Source: an optimization exercise on an open RTL-to-GDS flow (aim: small area). Production flows keep margins and buffers that such runs may drop. Function was checked by simulation only, so behaviour that the tests miss may differ from the original. Power figures rest on the tool's default switching activity, not on a simulated workload.

File: flow/config.mk
export PLATFORM = sky130hd
export DESIGN_NAME = clock_top_57
export DESIGN_NICKNAME = clock_top_57
export VERILOG_FILES = /design/flow/design.v
export SDC_FILE = /design/flow/constraint.sdc
export NUM_CORES = 4
export LEC_CHECK = 0
export CAP_MARGIN = 20
export CORE_MARGIN = 2
export CORE_UTILIZATION = 40
export SLEW_MARGIN = 20
File: flow/constraint.sdc
create_clock -name core_clock -period 20.0 [get_ports {clk_50m_57}]
set_input_delay 4.0000 -clock core_clock [delete_from_list [all_inputs] [get_ports {clk_50m_57}]]
set_output_delay 4.0000 -clock core_clock [all_outputs]
set_load 0.01 [all_outputs]
File: flow/design.v
module deshake1_57 #(
    parameter EDGE = 1
) (
    input  clk_50m_57 ,
    input  rst_57     ,
    input  key_in_57  ,
    output key_out_57 ,
    output key_rise_57
);
reg [3:0] cnt_57;
always @(posedge clk_50m_57) begin
    if (!key_in_57)
        cnt_57 <= 4'd0;
    else if (!cnt_57[3])
        cnt_57 <= cnt_57 + 4'd1;
    else
        cnt_57 <= {3'b100, (EDGE != 0) & ~rst_57};
end
assign key_out_57  = cnt_57[3];
assign key_rise_57 = cnt_57[3] & ~cnt_57[0];
endmodule
module clock_top_57 (
    input           clk_50m_57,
    input   [7:0]   sw_57 ,
    input   [7:0]   key_57 ,
    output  [6:0]   seg_57,
    output  [7:0]   dig_57,
    output  [7:0]   led_57,
    output          bell_57
);
wire clk = clk_50m_57;
wire rst;
wire [7:0] kout;
wire [7:0] krise;
deshake1_57 #(.EDGE(1)) u_deshake0 (.clk_50m_57(clk), .rst_57(rst), .key_in_57(key_57[0]), .key_out_57(kout[0]), .key_rise_57(krise[0]));
deshake1_57 #(.EDGE(1)) u_deshake1 (.clk_50m_57(clk), .rst_57(rst), .key_in_57(key_57[1]), .key_out_57(kout[1]), .key_rise_57(krise[1]));
deshake1_57 #(.EDGE(1)) u_deshake2 (.clk_50m_57(clk), .rst_57(rst), .key_in_57(key_57[2]), .key_out_57(kout[2]), .key_rise_57(krise[2]));
deshake1_57 #(.EDGE(0)) u_deshake3 (.clk_50m_57(clk), .rst_57(rst), .key_in_57(key_57[3]), .key_out_57(kout[3]), .key_rise_57(krise[3]));
deshake1_57 #(.EDGE(0)) u_deshake4 (.clk_50m_57(clk), .rst_57(rst), .key_in_57(key_57[4]), .key_out_57(kout[4]), .key_rise_57(krise[4]));
deshake1_57 #(.EDGE(0)) u_deshake5 (.clk_50m_57(clk), .rst_57(rst), .key_in_57(key_57[5]), .key_out_57(kout[5]), .key_rise_57(krise[5]));
deshake1_57 #(.EDGE(1)) u_deshake6 (.clk_50m_57(clk), .rst_57(rst), .key_in_57(key_57[6]), .key_out_57(kout[6]), .key_rise_57(krise[6]));
deshake1_57 #(.EDGE(0)) u_deshake7 (.clk_50m_57(clk), .rst_57(rst), .key_in_57(key_57[7]), .key_out_57(kout[7]), .key_rise_57(krise[7]));
assign rst = kout[7];
reg  [1:0] t4;       
reg  [2:0] t5;       
reg  [2:0] t25;      
reg        c500;     
reg  [4:0] t50;      
reg        c1;       
reg  [2:0] t2500;    
reg  [1:0] t3;       
reg  [2:0] t7;       
reg  [5:0] n47;      
reg  [5:0] n37;      
reg  [4:0] n31;      
reg  [4:0] n23;      
reg        n42;      
reg        n35;      
reg        n28;      
wire p        = t4[0];
wire t5_end   = t5[2];                           
wire t25_end  = t5_end & t25[2];           
wire t50_end  = t25_end & p;                      
wire t50_24   = t50[4] & t50[3];                 
wire t2500_end= t50_end & t50_24 & c500;  
wire t7_end   = t7[2] & t7[1];                   
wire t25_zero = (t5 == 3'd0) & (t25 == 3'd0);
wire clk5k    = t5[0] ^ p;                        
wire tick5k   = (t5 == 3'd0) & p;                 
wire clk1k    = t5[0] ^ t25[0] ^ p;               
wire tick1k   = t25_zero & p;                     
wire tick1    = t25_zero & ~p & ~c500 & (t50 == 5'd0) & c1;   
always @(posedge clk) begin
    if (rst) begin
        t4 <= 0; t5 <= 0; t25 <= 0; c500 <= 0; t50 <= 0; c1 <= 0; t2500 <= 0;
        t3 <= 0; t7 <= 0; n47 <= 0; n37 <= 0; n31 <= 0; n23 <= 0;
        n42 <= 0; n35 <= 0; n28 <= 0;
    end else begin
        t4 <= t4 + 2'd1;
        t5 <= t5_end ? 3'd0 : t5 + 3'd1;
        if (t5_end) t25 <= t25[2] ? 3'd0 : t25 + 3'd1;
        if (t50_end) begin
            c500 <= ~c500;
            t50  <= t50_24 ? 5'd0 : t50 + 5'd1;
        end
        if (t2500_end) begin
            c1    <= ~c1;
            t2500 <= t2500[2] ? 3'd0 : t2500 + 3'd1;
        end
        t3  <= t3[1] ? 2'd0 : t3 + 2'd1;
        t7  <= t7_end ? 3'd0 : t7 + 3'd1;
        n47 <= (n47[5] & n47[3] & n47[2] & n47[1]) ? 6'd0 : n47 + 6'd1;    
        n37 <= (n37[5] & n37[2]) ? 6'd0 : n37 + 6'd1;                      
        n31 <= (n31[4] & n31[3] & n31[2] & n31[1]) ? 5'd0 : n31 + 5'd1;    
        n23 <= (n23[4] & n23[2] & n23[1]) ? 5'd0 : n23 + 5'd1;             
        if (t7_end & p & t3[1])        n42 <= ~n42;
        if (t7_end & t5_end)           n35 <= ~n35;
        if (t7_end & (t4 == 2'd3))     n28 <= ~n28;
    end
end
wire note_do  = n47[0] ^ p;
wire note_re  = n42;
wire note_mi  = n37[0] ^ p;
wire note_fa  = n35;
wire note_so  = n31[0] ^ p;
wire note_la  = n28;
wire note_ti  = clk1k;
wire note_doh = n23[0] ^ p;
reg [2:0] scan;
always @(posedge clk) begin
    if (rst)         scan <= 0;
    else if (tick1k) scan <= scan + 3'd1;
end
wire late  = t50_24 & c500 & clk1k & ~t25_zero;
wire shine = t2500[0] ^ c1 ^ (late & t2500[2]);
reg [5:0] mel;
reg [2:0] num;
always @(posedge clk) begin
    if (rst) begin
        mel <= 0;
        num <= 0;
    end else if (tick1) begin
        mel <= mel + 6'd1;
        if ((mel == 6'd63) & ~(num[2] & num[0])) num <= num + 3'd1;    
    end
end
wire clock_e   = sw_57[0];
wire correct_e = sw_57[1];
wire run_m     = sw_57[2] & ~sw_57[3];
wire rec_m     = sw_57[2] &  sw_57[3];
wire alarm_m   = sw_57[3] & ~sw_57[2];
wire game_e    = sw_57[5];
wire organ_e   = sw_57[6];
wire bell_e    = sw_57[7];
wire time_m    = sw_57[0] | sw_57[1] | sw_57[2] | sw_57[3];
wire week_m    = ~sw_57[1] & ~sw_57[2] & ~sw_57[3] & sw_57[4] & ~sw_57[5] & ~sw_57[6];
function [5:0] step(input [5:0] v, input dn, input h);
    reg [5:0] lim;
    begin
        lim = h ? 6'd23 : 6'd59;
        if (dn) step = (v == 6'd0) ? lim : v - 6'd1;
        else    step = (h ? (v[4] & v[2] & v[1] & v[0]) : (v[5] & v[4] & v[3] & v[1] & v[0])) ? 6'd0 : v + 6'd1;   
    end
endfunction
reg [1:0] fc;        
reg       cprev;
reg [5:0] sec, min;
reg [4:0] hour;
reg [1:0] csel;      
wire cclk  = (fc == 2'd0) ? c1 : (fc == 2'd1) ? c500 : (fc == 2'd2) ? clk5k : 1'b0;
wire ctick = cclk & ~cprev;
always @(posedge clk) begin
    if (rst) begin
        fc    <= 0;
        cprev <= 0;
        csel  <= 0;
    end else begin
        if (krise[6]) fc <= fc + 2'd1;
        cprev <= cclk;
        if (krise[2] & correct_e) csel <= {csel[0], ~csel[1] & ~csel[0]};
    end
end
wire       cdn  = ~clock_e & ~krise[0];
wire [5:0] s_n  = step(sec, cdn, 1'b0);
wire [5:0] m_n  = step(min, cdn, 1'b0);
wire [5:0] h_n  = step({1'b0, hour}, cdn, 1'b1);
wire       ckey = correct_e & ~clock_e & (krise[0] | krise[1]);
wire       crun = clock_e & ctick;
wire       sec59 = sec[5] & sec[4] & sec[3] & sec[1] & sec[0];
wire       min59 = min[5] & min[4] & min[3] & min[1] & min[0];
wire       s_en = crun | (ckey & ~csel[1] & ~csel[0]);
wire       m_en = (crun & sec59) | (ckey & csel[0]);
wire       h_en = (crun & sec59 & min59) | (ckey & csel[1]);
always @(posedge clk) begin
    if (rst) begin
        sec <= 0; min <= 0; hour <= 0;
    end else begin
        if (s_en) sec  <= s_n;
        if (m_en) min  <= m_n;
        if (h_en) hour <= h_n[4:0];
    end
end
reg [5:0] asec, amin;
reg [4:0] ahour;
reg [1:0] asel;
reg       wce;
reg [5:0] ssec, smin;    
reg [4:0] shour;
wire       akey = alarm_m & (krise[0] | krise[1]);
wire [5:0] a_in = asel[1] ? {1'b0, ahour} : asel[0] ? amin : asec;
wire [5:0] a_n  = step(a_in, ~krise[0], asel[1]);
always @(posedge clk) begin
    if (rst) begin
        asec <= 0; amin <= 0; ahour <= 0; asel <= 0; wce <= 0;
    end else begin
        if (akey & ~asel[1] & ~asel[0]) asec  <= a_n;
        if (akey & asel[0]) amin  <= a_n;
        if (akey & asel[1]) ahour <= a_n[4:0];
        if (alarm_m) begin
            wce <= krise[0];
            if (krise[2]) asel <= {asel[0], ~asel[1] & ~asel[0]};
        end
    end
end
always @(posedge clk) begin
    if (rst) begin
        ssec <= 0; smin <= 0; shour <= 0;
    end else if (tick5k & wce) begin
        ssec <= asec; smin <= amin; shour <= ahour;
    end
end
reg       wpa, wps;
reg [2:0] wd;
always @(posedge clk) begin
    if (rst) begin
        wpa <= 0; wps <= 0; wd <= 0;
    end else if (tick1k) begin
        wpa <= kout[0];
        wps <= kout[1];
        if (week_m) begin
            if (kout[0] & ~wpa)      wd <= (wd == 3'd7) ? 3'd1 : wd + 3'd1;
            else if (kout[1] & ~wps) wd <= (wd == 3'd1) ? 3'd7 : wd - 3'd1;
        end
    end
end
reg        run;
reg  [6:0] fs;
reg  [5:0] ss, ms;
reg  [2:0] wa;       
reg  [4:0] ra;       
reg        re;
reg [18:0] m0, m1, m2, m3, m4;
reg [18:0] rd, rec;
wire wr = run_m & krise[1];
wire fs99 = fs[6] & fs[5] & fs[1] & fs[0];    
always @(posedge clk) begin
    if (rst) begin
        run <= 0;
        fs <= 0; ss <= 0; ms <= 0;
    end else begin
        if (krise[0] & run_m) run <= ~run;
        if (tick5k) begin
            if (kout[2]) begin
                fs <= 0; ss <= 0; ms <= 0;
            end else if (run & run_m) begin
                fs <= fs99 ? 7'd0 : fs + 7'd1;
                if (fs99) begin
                    ss <= step(ss, 1'b0, 1'b0);
                    if (ss[5] & ss[4] & ss[3] & ss[1] & ss[0]) ms <= step(ms, 1'b0, 1'b0);
                end
            end
        end
    end
end
always @(posedge clk) begin
    if (rst) begin
        wa <= 3'd1;
        ra <= 5'b00001;
        re <= 0;
    end else begin
        if (wr) wa <= wa[2] ? 3'd0 : wa + 3'd1;
        if (rec_m & krise[0]) ra <= {ra[3:0], ra[4]};
        re <= rec_m & krise[0];
    end
end
wire [18:0] lap  = {ms, ss, fs};
wire [18:0] lapd = lap & {19{~rst}};    
always @(posedge clk) begin
    if (rst | (wr & ~wa[2] & ~wa[1] & ~wa[0])) m0 <= lapd;
    if (rst | (wr & ~wa[1] & wa[0])) m1 <= lapd;
    if (rst | (wr & wa[1] & ~wa[0])) m2 <= lapd;
    if (rst | (wr & wa[1] & wa[0])) m3 <= lapd;
    if (rst | (wr & wa[2]))        m4 <= lapd;
end
wire        rd_keep = ~rst & ~re;
wire [4:0]  rd_sel  = ra & {5{~rst & re}};
wire [18:0] rd_n = ({19{rd_sel[0]}} & m0) | ({19{rd_sel[1]}} & m1) | ({19{rd_sel[2]}} & m2) |
                   ({19{rd_sel[3]}} & m3) | ({19{rd_sel[4]}} & m4) | ({19{rd_keep}} & rd);
always @(posedge clk) begin
    rd <= rd_n;
    if (rst) rec <= 0;
    else if (rec_m) rec <= rd;
end
wire clock_m  = ~sw_57[2] & ~sw_57[3];
wire pos_sec  = (scan == 3'd0) | (scan == 3'd1);
wire pos_min  = (scan == 3'd3) | (scan == 3'd4);
wire pos_hour = (scan == 3'd6) | (scan == 3'd7);
wire pos_dash = (scan == 3'd2) | (scan == 3'd5);
wire pos_tens = (scan == 3'd1) | (scan == 3'd4) | (scan == 3'd7);
wire [6:0] v = ({7{run_m   & pos_sec }} & fs)               | ({7{run_m   & pos_min }} & {1'b0, ss})
             | ({7{run_m   & pos_hour}} & {1'b0, ms})        | ({7{rec_m   & pos_sec }} & rec[6:0])
             | ({7{rec_m   & pos_min }} & {1'b0, rec[12:7]}) | ({7{rec_m   & pos_hour}} & {1'b0, rec[18:13]})
             | ({7{alarm_m & pos_sec }} & {1'b0, asec})      | ({7{alarm_m & pos_min }} & {1'b0, amin})
             | ({7{alarm_m & pos_hour}} & {2'b0, ahour})     | ({7{clock_m & pos_sec }} & {1'b0, sec})
             | ({7{clock_m & pos_min }} & {1'b0, min})       | ({7{clock_m & pos_hour}} & {2'b0, hour});
function [3:0] add3(input [3:0] x);
    add3 = (x >= 4'd5) ? x + 4'd3 : x;
endfunction
wire [3:0] dd1 = add3({1'b0, v[6:4]});
wire [3:0] dd2 = add3({dd1[2:0], v[3]});
wire [3:0] dd3 = add3({dd2[2:0], v[2]});
wire [3:0] dd4 = add3({dd3[2:0], v[1]});
wire [3:0] dd5 = add3({1'b0, dd1[3], dd2[3], dd3[3]});
wire [7:0] bcd = {dd5[2:0], dd4[3], dd4[2:0], v[0]};
wire [3:0] num_d = week_m ? {1'b0, wd} :
                   time_m ? (pos_dash ? 4'd10 : pos_tens ? bcd[7:4] : bcd[3:0]) :
                   4'd15;
assign seg_57 = (num_d == 4'd0) ? 7'b0111111 :
                (num_d == 4'd1) ? 7'b0000110 :
                (num_d == 4'd2) ? 7'b1011011 :
                (num_d == 4'd3) ? 7'b1001111 :
                (num_d == 4'd4) ? 7'b1100110 :
                (num_d == 4'd5) ? 7'b1101101 :
                (num_d == 4'd6) ? 7'b1111101 :
                (num_d == 4'd7) ? 7'b0000111 :
                (num_d == 4'd8) ? 7'b1111111 :
                (num_d == 4'd9) ? 7'b1101111 :
                (num_d == 4'd10) ? 7'b1000000 :
                7'b0000000;
wire       shine_e = correct_e | alarm_m;
wire [1:0] bsel    = alarm_m ? asel : csel;
wire       blink   = shine_e & ~shine & ~pos_dash &
                     (pos_sec ? ~bsel[1] & ~bsel[0] : pos_min ? bsel[0] : bsel[1]);
wire [7:0] scan_oh = 8'd1 << scan;
assign dig_57 = week_m ? 8'b11111110 : ~(scan_oh & {8{~blink}});
reg se;        
reg model;     
always @(posedge clk) begin
    if (rst) begin
        se    <= 0;
        model <= 0;
    end else begin
        se <= 1'b1;
        if ((sec == ssec) & (min == smin) & (hour == shour)) model <= 1'b0;
        else if ((sec == 6'd0) & (min == 6'd0))              model <= 1'b1;
    end
end
reg [2:0] pos2;
always @(posedge clk) begin
    if (rst) pos2 <= 0;
    else if (tick1 & game_e) pos2 <= pos2 + 3'd1;
end
wire       cleared = (num[2] & num[0]) | (num[2] & (mel[5:1] != 5'd0));    
wire       led1_on = (num == 3'd0) & mel[0] & (mel <= 6'd33);
wire       led_oh  = game_e | (se & ~model & ~cleared);
wire       led_pat = ~game_e & se & model & led1_on;
wire [2:0] led_idx = game_e ? pos2 : mel[2:0];
assign led_57 = ({8{led_oh}} & (8'd1 << led_idx)) |
                ({8{led_pat}} & (mel[2] ? 8'b10101010 : 8'b01010101));
reg bm, b3;
reg note_m;
always @(*) begin
    case (mel)
        6'd0, 6'd1, 6'd2, 6'd16, 6'd17, 6'd18: note_m = note_doh;
        6'd3, 6'd19, 6'd48, 6'd49, 6'd50, 6'd51: note_m = note_la;
        6'd4, 6'd5, 6'd6, 6'd20, 6'd21, 6'd22, 6'd52, 6'd53, 6'd54, 6'd56, 6'd57, 6'd58, 6'd59, 6'd60, 6'd61: note_m = note_so;
        6'd7, 6'd23, 6'd12, 6'd13, 6'd14, 6'd15, 6'd27, 6'd35, 6'd44, 6'd45, 6'd46, 6'd55: note_m = note_fa;
        6'd8, 6'd9, 6'd10, 6'd24, 6'd25, 6'd26, 6'd32, 6'd33, 6'd34, 6'd40, 6'd41, 6'd42: note_m = note_re;
        6'd11, 6'd43: note_m = note_mi;
        6'd28, 6'd29, 6'd30, 6'd31, 6'd36, 6'd37, 6'd38, 6'd39: note_m = note_do;
        6'd47: note_m = note_ti;
        default: note_m = 1'b0;
    endcase
end
always @(posedge clk) begin
    if (rst) begin
        bm <= 0;
        b3 <= 0;
    end else begin
        bm <= note_m;
        if      (kout[6]) b3 <= note_re;
        else if (kout[5]) b3 <= note_mi;
        else if (kout[4]) b3 <= note_fa;
        else if (kout[3]) b3 <= note_so;
        else if (kout[2]) b3 <= note_la;
        else if (kout[1]) b3 <= note_ti;
        else if (kout[0]) b3 <= note_doh;
    end
end
assign bell_57 = organ_e ? b3 : bell_e ? bm : 1'b0;
endmodule
File: flow/flow/run.sh
#!/bin/bash
# Own layout flow: the standard ORFS flow (standard.sh) with three changes:
#  - synthesis maps all logic (no separate adder-cell mapping) with an area-oriented
#    ABC script (flow/abc_area.script: three rounds of &deepsyn AIG optimisation, then repeated
#    area mapping with map -a and mfs2 resubstitution).
#    Flip-flops are mapped before ABC runs, so the registers, their names and cell
#    types are exactly those of the standard synthesis;
#  - port buffers are the smallest buffer (buf_1) instead of clkdlybuf4s50_1;
#    every input and output port still gets its own buffer;
#  - clock tree synthesis options (flow/cts_args.txt): clkbuf_8 buffers, clusters of
#    at most 16 sinks within 100 um, no dummy loads.
# Each tool's full output goes to the ORFS step logs under orfs/logs/ and the whole
# make output to flow_make.log in the folder the flow runs in.
set -euo pipefail
F="$(cd "$(dirname "${BASH_SOURCE[0]}")" && pwd)"
W="$(pwd)"
{
    printf 'proc abc {args} {\n'
    printf '  set i [lsearch -exact $args -script]\n'
    printf '  if {$i >= 0} { lset args [expr {$i + 1}] {%s} }\n' "$F/abc_area.script"
    printf '  puts "own flow: abc with %s"\n' "$F/abc_area.script"
    printf '  yosys abc {*}$args\n'
    printf '}\n'
    cat "$W/synth_recipe.tcl"
} > "$W/own_synth.tcl"
CTS="$(tr '\n' ' ' < "$F/cts_args.txt")"
bash "$W/standard.sh" \
    SYNTH_SCRIPT="$W/own_synth.tcl" \
    ADDER_MAP_FILE= \
    BUFFER_PORTS_ARGS="-buffer_cell sky130_fd_sc_hd__buf_1" \
    CTS_ARGS="$CTS" \
    finish > "$W/flow_make.log" 2>&1
File: flow/flow/abc_area.script
strash
&get -n
&deepsyn -I 3 -T 150
&put
dch -f
map -a
mfs2 -a
strash
dch -f
map -a
mfs2 -a
strash
dch -f
map -a
mfs2 -a
strash
dch -f
map -a
mfs2 -a
strash
dch -f
map -a
topo
File: flow/flow/cts_args.txt
-sink_clustering_enable -repair_clock_nets -buf_list sky130_fd_sc_hd__clkbuf_8 -sink_clustering_size 18 -sink_clustering_max_diameter 90 -dont_use_dummy_load
File: flow/standard.sh
#!/bin/bash
# synth_recipe.tcl (not shown) runs the flow's synth.tcl, then flattens the netlist and writes it again
# the make line also repeats each setting of config.mk as NAME=value (left out here)
make -C /OpenROAD-flow-scripts/flow DESIGN_CONFIG=/design/flow/config.mk WORK_HOME=/design/flow/orfs CLKGATE_MAP_FILE= SYNTH_SCRIPT=/design/flow/synth_recipe.tcl "${@:-finish}"
==> notes.md <==
Synth
The leading area contributor after synthesis is dfxtp_1. The share of the Yosys chip area taken by registers is 55.7%. The fraction of post-synthesis cell area in the top cell type by area is 34.4%.

The synthesized-area fraction occupied by adder cells is 0%. Counting every instance in the synthesized netlist gives about 1,600. By area, the combinational part of the netlist is dominated by compound AO/OA/AOI/OAI gates. In this run, synthesis inferred 95 flip-flops with an integrated enable.

The mux contribution to synthesized area is 0%. Counting flops with an async set or reset pin after synthesis yields a share of 0%. The post-synth net total is 1,578. The XOR/XNOR share of the synthesized area is less than 1%. The area of the mapped netlist is 13,400 µm². For this run, the number of Yosys warnings is 3. Yosys instantiated no cell more often than clkinv_1. The most frequently used flop master after synthesis is dfxtp_1.

The distinct cell type count after synthesis is 36. After Yosys synthesis, and, or, nand and nor cells account for 17.2% of the synthesized area. The post-synthesis compound-gate area fraction is 19.0%. Yosys attributes the largest share of cell area to dfxtp_1 (34%), edfxtp_1 (21%), clkinv_1 (7.2%), nor2_1 (6.1%), nand2_1 (5.2%). The synthesized flop and latch total is 325. By count the netlist is led by clkinv_1 (255), dfxtp_1 (230), nor2_1 (218), nand2_1 (186), o21ai_0 (116). The synthesized area per cell is between 8 and 9 µm².

Global routing
The maximum number of pins on one net before global-route repair is 76. The first-pass GRT wire length is ~55,000 µm. The number of antenna violations at the first check in global routing is 0. The number of global-route vias before repair is around 10,000. The total overflow left after global routing is 0. The overall track demand over capacity in global routing is 19.5%.

Route
After detailed routing, the average wire length per cell comes to around 17 µm. The detailed-router iteration count before antenna repair is 6. The routed layout has 11,188 vias. The number of antenna-violating nets in the routed design is 0. In the routed design, unresolved DRC markers number 0. The initial detailed-routing violation count is roughly 1,100.

In the routed layout, each cell is associated on average with a via count of 5.38. The total length of routed wires is 34,900 µm.

Clock network
TritonCTS built the clock tree. The post-CTS setup-driven buffer insertion count is 0. The register clock-pin slew on the reported worst setup and hold paths is 0.11 ns. In this run, post-CTS hold repair placed 0 buffers. The number of clock buffers inserted by TritonCTS is 22. For this design, the sink count on the clock tree is 325. In this run the number of H-tree levels came out at 1.

The clock root buffer is clkbuf_8. The insertion delay of the later-clocked pin in the worst-skew pair is 0.59 ns. Counting along the longest clock path gives a buffer depth of 3. The post-cts resize count is 0.

Floorplanning
The initial utilization of the core area, before any placement, comes to 40.9%. The I/O pin count is 41. The core area is 32,700 µm². In this run the core area contains 66 standard-cell rows. Measured along the x axis, the die boundary spans around 190 µm. The floorplan step defined a die boundary enclosing 34,900 µm². The overall die height is 187 µm.

Timing
The maximum clock frequency is 74.4 MHz. The share of the clock period used by the worst path after layout is 67.2%. The count of final setup violators is 0.

The number of failing hold endpoints at the final stage is 0. The tightest hold margin is 0.421 ns. The number of pins exceeding their max-slew limit in the final report is 0. Setup repair after global routing left no endpoint under its margin. The actual transition at the worst max-transition pin is 1.21 ns. The remaining max-slew budget at the tightest pin is 18.5%.

Across all setup checks in the final design, the least slack found is 6.56 ns. The post-route clock skew is around 0.065 ns. Summed over all failing endpoints, the final setup total negative slack is 0 ns. The smallest clock period supported by the final layout is computed as 13.44 ns.

Worst setup path
STA classifies the critical path endpoint as a primary output. The critical path data arrival time is 9.44 ns. The critical path is of the in -> out type.

The top fanout value on the critical path is 26. The data required time of the worst path is 16.00 ns. The kind of launch point of the worst setup path is an input port.

Power and ir drop
The analysis attributes to cell leakage a power of between 4 and 5 nW. Power comes to 1.27 mW. For this design the ratio of total power to cell area is 87.6 nW/µm².

IR analysis of the VDD net gives a maximum drop of roughly 0.14 mV.

Place
The count of input and output buffers is 40. Summed over all nets, the half-perimeter wirelength after detailed placement is around 25,000 µm. The final weighted congestion in routability-driven placement is a little under 0.9. OpenSTA, run right after detailed placement, puts the worst setup slack at 6.71 ns.

Run status
The flow ran to the end and the layout has no timing, DRC or antenna violations.

Layout
0 antenna diodes ended up in the layout. The area growth from synthesis to layout is 8.44%. The share of layout cells above drive strength 1 is approximately 2.8%. The total of fill cells in the finished design is 3,294. The number of nets in the layout is 1,655.

Flow run
The reported max-cap violation count is 0.

Min path
The path class of the tightest hold or removal check is reg -> reg.
==> stage by stage <==
stage	instance area (µm²)	utilization, %	instances
2_1_floorplan	13400	-	1561
3_3_place_gp	14200	43.4	2056
3_5_place_dp	14200	43.4	2056
4_1_cts	14500	44.3	2078
5_1_grt	14500	44.4	2078
6_report	14500	44.4	2078
==> kinds of logic (layout without fill, tap and decap cells) <==
logic type | Yosys count | after routing
xor+xnor | 14 | 14
buf+inv | 255 | 330
simple gates | 552 | 552
flops | 325 | 325
compound gates | 415 | 415
==> final timing paths <==
path | cells past startpoint | slack [ns] | to | startpoint
worst min-delay path | 2 | 0.42 | rd[2] | m0[2]
worst min register to register | 2 | 0.42 | rd[2] | m0[2]
worst max-delay path | 23 | 6.56 | seg_57[3] | sw_57[2]
worst max register to register | 16 | 16.09 | sec[5] | t4[0]
==> worst max-delay path: stages <==
cell	delay, ns
buf_1	0.13
clkinv_1	0.10
nor2_1	0.52
clkinv_1	0.81
o221ai_1	0.44
o311ai_0	0.44
nor2_1	0.28
a21oi_1	0.12
a211o_2	0.38
xnor2_1	0.25
nand4_1	0.16
or2_2	0.35
nand2_1	0.13
o2111ai_1	0.13
o21ai_0	0.19
clkinv_1	0.18
nand2_1	0.11
nand2_1	0.05
o21ai_0	0.11
nand2_1	0.09
xnor2_1	0.25
clkinv_1	0.10
buf_1	0.13
==> sequential cells by signal (all words and copies together), names as in the netlist, 7 cells and up <==
signal / cells
m0: 19
m1: 19
m2: 19
m3: 19
m4: 19
rd: 19
rec: 19
fs: 7
==> area by class of cell <==
| type | instances | area, µm² | area share, % |
|---|---|---|---|
| flip-flops and latches | 325 | 7460 | 51.4 |
| multi-input cells | 981 | 4990 | 34.4 |
| inverters | 255 | 957 | 6.60 |
| well taps | 442 | 553 | 3.81 |
| clock buffers | 22 | 303 | 2.09 |
| repair buffers | 53 | 248 | 1.71 |
==> report_power, final <==
part | switching (mW) | leakage (nW) | internal, mW
logic | 0.170 | 1.99 | 0.0789
registers | 0.0211 | 2.84 | 0.705
clock network | 0.197 | 0.158 | 0.0992
total | 0.388 | 4.98 | 0.883
==> metal layers <==
layer / global-route usage (%) / vias to the layer above / routed length [µm]
li1: - / 5583 / -
met1: 28.5 / 5259 / 16600
met2: 31.1 / 302 / 15600
met3: 2.44 / 44 / 2080
met4: 4.24 / 0 / 649
met5: 0 / - / 0
==> cell usage in the layout (no fill, tap or decap), types with 3 or more instances in the layout <==
cell	count
clkinv_1	254
dfxtp_1	229
nor2_1	218
nand2_1	185
o21ai_0	114
a21oi_1	109
edfxtp_1	95
nor3_1	67
nand3_1	57
o22ai_1	56
a22oi_1	44
buf_1	40
clkbuf_8	22
o2111ai_1	18
buf_4	13
a221oi_1	12
xor2_1	11
nand4_1	9
o221ai_1	9
o21a_1	9
a31oi_1	8
o211ai_1	8
nor3b_1	8
a211oi_1	6
nor4_1	4
xnor2_1	3
or2_2	3

what the ideal ports hide:
No port has a modelled driver above. Below, the same layout with a new extraction and two added sets of constraints.
Step 1 assumes that a clkbuf_16 drives the clock port and a buf_2 every other input.
Step 2 times the ports against the registers' clock, not the clock port: input delays grow and output delays shrink by t, the midpoint of the rising clock arrivals with the driver on.
Slacks: ideal / step 1 / step 2; pairs: ideal / step 1.
t (ns): 0.605
slack for setup (ns): 6.558 / 6.473 / 6.473
worst slew at a driven data input, ns: 0.09
After both steps this run still meets setup and hold. For this run, drivers alone change the setup slack by -0.085 ns; drivers and shift together by -0.085 ns.
